This is an optimization exercise on Yosys and OpenROAD, whose aim is small area, a short achievable clock period and few clock cycles per item, not a production implementation. In this exercise RTL edits were held to simulation tests only and were not proved equivalent to the original.

==> inputs of amber <==
// geofence
module geofence ( clk,reset,X,Y,R,valid,is_inside);
input clk;
input reset;
input [9:0] X;
input [9:0] Y;
input [10:0] R;
output valid;
output is_inside;
reg [5:0] cyc;
reg valid_r, isin_r;
reg [1:0] opm;    
reg       npm;    
reg [2:0] npa, npb;
reg       sq;     
reg [2:0] nre;    
reg       ce;     
reg [2:0] ci, cj;
reg       acc;    
localparam LAST = 6'd35;
always @(*) begin
    opm = 2'd0; sq = 1'b0; acc = 1'b0; ce = 1'b0; ci = 3'd0; cj = 3'd0;
    npm = 1'b0; npa = 3'd0; npb = 3'd0; nre = 3'd0;
    case (cyc)
    6'd0: begin opm = 2'd0; sq = 1'b0; acc = 1'b0; ce = 1'b0; ci = 3'd0; cj = 3'd0; npm = 1'b0; npa = 3'd0; npb = 3'd0; nre = 3'd0; end
    6'd1: begin opm = 2'd0; sq = 1'b0; acc = 1'b0; ce = 1'b0; ci = 3'd0; cj = 3'd0; npm = 1'b0; npa = 3'd0; npb = 3'd0; nre = 3'd0; end
    6'd2: begin opm = 2'd0; sq = 1'b0; acc = 1'b0; ce = 1'b0; ci = 3'd0; cj = 3'd0; npm = 1'b0; npa = 3'd4; npb = 3'd5; nre = 3'd0; end
    6'd3: begin opm = 2'd0; sq = 1'b0; acc = 1'b0; ce = 1'b0; ci = 3'd0; cj = 3'd0; npm = 1'b0; npa = 3'd3; npb = 3'd5; nre = 3'd0; end
  ...
clock: 22.0 ns
lec_check: 0
abc_clock_period_in_ps: 6000
cap_margin: 20
core_margin: 2
core_utilization: 40
slew_margin: 20
standard.sh (not shown) runs the stock make flow with config.mk's settings and CLKGATE_MAP_FILE= SYNTH_SCRIPT=/design/flow/synth_recipe.tcl, a recipe that flattens the netlist after the stock synthesis.
==> flow/flow/run.sh <==
#!/bin/bash
# The standard layout (the standard.sh, unchanged synthesis and steps),
# with repair_timing asked for 16.3 ns of extra setup slack so that it works
# on the paths that set the achieved period. Same clock and constraints.
set -euo pipefail
bash standard.sh SETUP_SLACK_MARGIN=16.3 finish > flow_make.log 2>&1
==> inputs of quartz, as changes to amber <==
==> flow/flow/run.sh (replaced) <==
#!/bin/bash
# The standard layout (the standard.sh, unchanged synthesis and steps),
# with repair_timing asked for 16.5 ns of extra setup slack so that it works
# on the paths that set the achieved period. Same clock and constraints.
set -euo pipefail
bash standard.sh SETUP_SLACK_MARGIN=16.5 finish > flow_make.log 2>&1
==> inputs of yarrow, as changes to amber <==
--- a/flow/design.v
+++ b/flow/design.v
@@ -642,14 +642,14 @@
 wire ccw = gp2 ? (gp1 ? p2gt : 1'b1) : (gp1 ? 1'b0 : !p2gt);
 always @(*) begin
     for (m = 0; m < 6; m = m + 1)
         posn[m] = pos[m] + {2'b00, ce && (ccw ? (cj == m) : (ci == m))};
 end
 wire [21:0] sqi = sq ? p1 : p1 + p2;
-geofence_sqrt #(.NS(11), .CUT(11'b100_1001_000)) U_SQ (.clk(clk), .a(sqi), .root(sqo));
-geofence_sqrt #(.NS(10), .CUT(10'b10_0100_100)) U_SQ1 (.clk(clk), .a(p2[19:0]), .root(sqo1));
+geofence_sqrt #(.NS(11), .CUT(11'b001_0100_1000)) U_SQ (.clk(clk), .a(sqi), .root(sqo));
+geofence_sqrt #(.NS(10), .CUT(10'b00_1010_1000)) U_SQ1 (.clk(clk), .a(p2[19:0]), .root(sqo1));
 reg  [24:0] dacc;
 wire [24:0] dadd = {2'b00, p1, 1'b0} + (gp2 ? {3'b000, p2} : ~{3'b000, p2}) + {24'd0, ~gp2};
 wire [24:0] dnew = dacc + dadd;
 always @(posedge clk) begin
     if (cyc == 6'd0)
         dacc <= 25'd0;
- CTS_CLUSTER_DIAMETER: unset -> 150
- CTS_CLUSTER_SIZE: unset -> 20
==> results.ini <==
[detailed_routing]
finalWirelength_um=114000

[clocking]
cts_resized=151

[sta]
fmax_mhz=176

[final_layout]
final_cell_area_sq_um=45000
top_regs=ring: 186 flops, dacc: 25 flops
buffers_excl_clock=192

[outcome]
status=complete, no violations

[end of results for quartz]
==> results.ini <==
[outcome]
status=complete, no violations

[final_layout]
top_regs=ring: 186 flops, dacc: 25 flops
buffers_excl_clock=153
final_cell_area_sq_um=43800
n_all_inverters=453

[detailed_routing]
finalWirelength_um=111000

[clocking]
cts_resized=120

[sta]
fmax_mhz=179

[end of results for amber]
==> results.ini <==
[detailed_routing]
finalWirelength_um=107000

[final_layout]
top_regs=ring: 186 flops, U_SQ.st.n.c.a_r: 26 flops, dacc: 25 flops
final_cell_area_sq_um=41600

[outcome]
status=complete, no violations

[end of results for yarrow]
Testbench counts of amber, summed over its fixed seeds: cycles 86,392, objects 2,400.
Testbench counts of quartz, summed over its fixed seeds: cycles 86,392, objects 2,400.
Testbench counts of yarrow, summed over its fixed seeds: cycles 86,392, objects 2,400.

---

==> run a <==
geofence, a different RTL version from the one above (not shown whole).
export LEC_CHECK = 0
export ABC_CLOCK_PERIOD_IN_PS = 6000
export CAP_MARGIN = 20
export CORE_MARGIN = 2
export CORE_UTILIZATION = 40
export SLEW_MARGIN = 20
create_clock -name core_clock -period 22.0 [get_ports {clk}]
run.sh (not shown) runs the stock make flow with config.mk's settings and CLKGATE_MAP_FILE= SYNTH_SCRIPT=/design/flow/synth_recipe.tcl, a recipe that flattens the netlist after the stock synthesis.
Stock flow here: none of the scripts above is used.
==> inputs of run b, as changes to run a <==
==> flow/flow/run.sh (new file) <==
#!/bin/bash
# The standard layout (the standard.sh, unchanged synthesis and steps),
# with repair_timing asked for 15 ns of extra setup slack so that it works
# on the paths that set the achieved period. Same clock and constraints.
set -euo pipefail
bash standard.sh SETUP_SLACK_MARGIN=15 finish > flow_make.log 2>&1
==> flow/standard.sh (new file) <==
#!/bin/bash
# synth_recipe.tcl (not shown) runs the flow's synth.tcl, then flattens the netlist and writes it again
# the make line also repeats each setting of config.mk as NAME=value (left out here)
make -C /OpenROAD-flow-scripts/flow DESIGN_CONFIG=/design/flow/config.mk WORK_HOME=/design/flow/orfs CLKGATE_MAP_FILE= SYNTH_SCRIPT=/design/flow/synth_recipe.tcl "${@:-finish}"
removed: flow/run.sh
==> comparison <==
Sequential share of layout area is about the same in run a and run b.
Global-route usage is about the same in run a and run b.
Synthesized area is the same in run b and run a.
Of run b and run a, run b has the higher non-clock buffer count (gap 3).
Routed wire length is about the same in run a and run b.
Against run a, the clock skew of run b is higher by 1.5 ps.
Testbench counts of run a, summed over its fixed seeds: cycles 117,592, objects 2,400.
Testbench counts of run b, summed over its fixed seeds: cycles 117,592, objects 2,400.

## separate check: timing with driven ports
The flow's constraints put no driver on any port. The routed layouts listed below were extracted and timed again, unchanged, in two steps. Step 1: set_driving_cell puts a clkbuf_16 on clk and a buf_2 on each other input, an assumption about the parent block. Step 2 adds t to the input delays and takes it off the output delays; t is the mean of the earliest and latest rising clock arrival at the registers after step 1. Input paths then give back, and output paths get back, about the clock's delay inside the block. Slacks: no drivers / after step 1 / after step 2; pairs: no drivers / after step 1.
run | t (ns) | setup WS [ns] | pins driven straight from the clock port
amber | 0.680 | 16.415 / 16.348 / 16.500 | 1
quartz | 0.696 | 16.312 / 16.250 / 16.541 | 1
yarrow | 0.693 | 16.417 / 16.355 / 16.491 | 1
run a | 0.712 | 14.909 / 14.909 / 14.909 | 1
run b | 0.712 | 15.515 / 15.515 / 15.515 | 1
After both steps setup and hold are still met in every run listed.
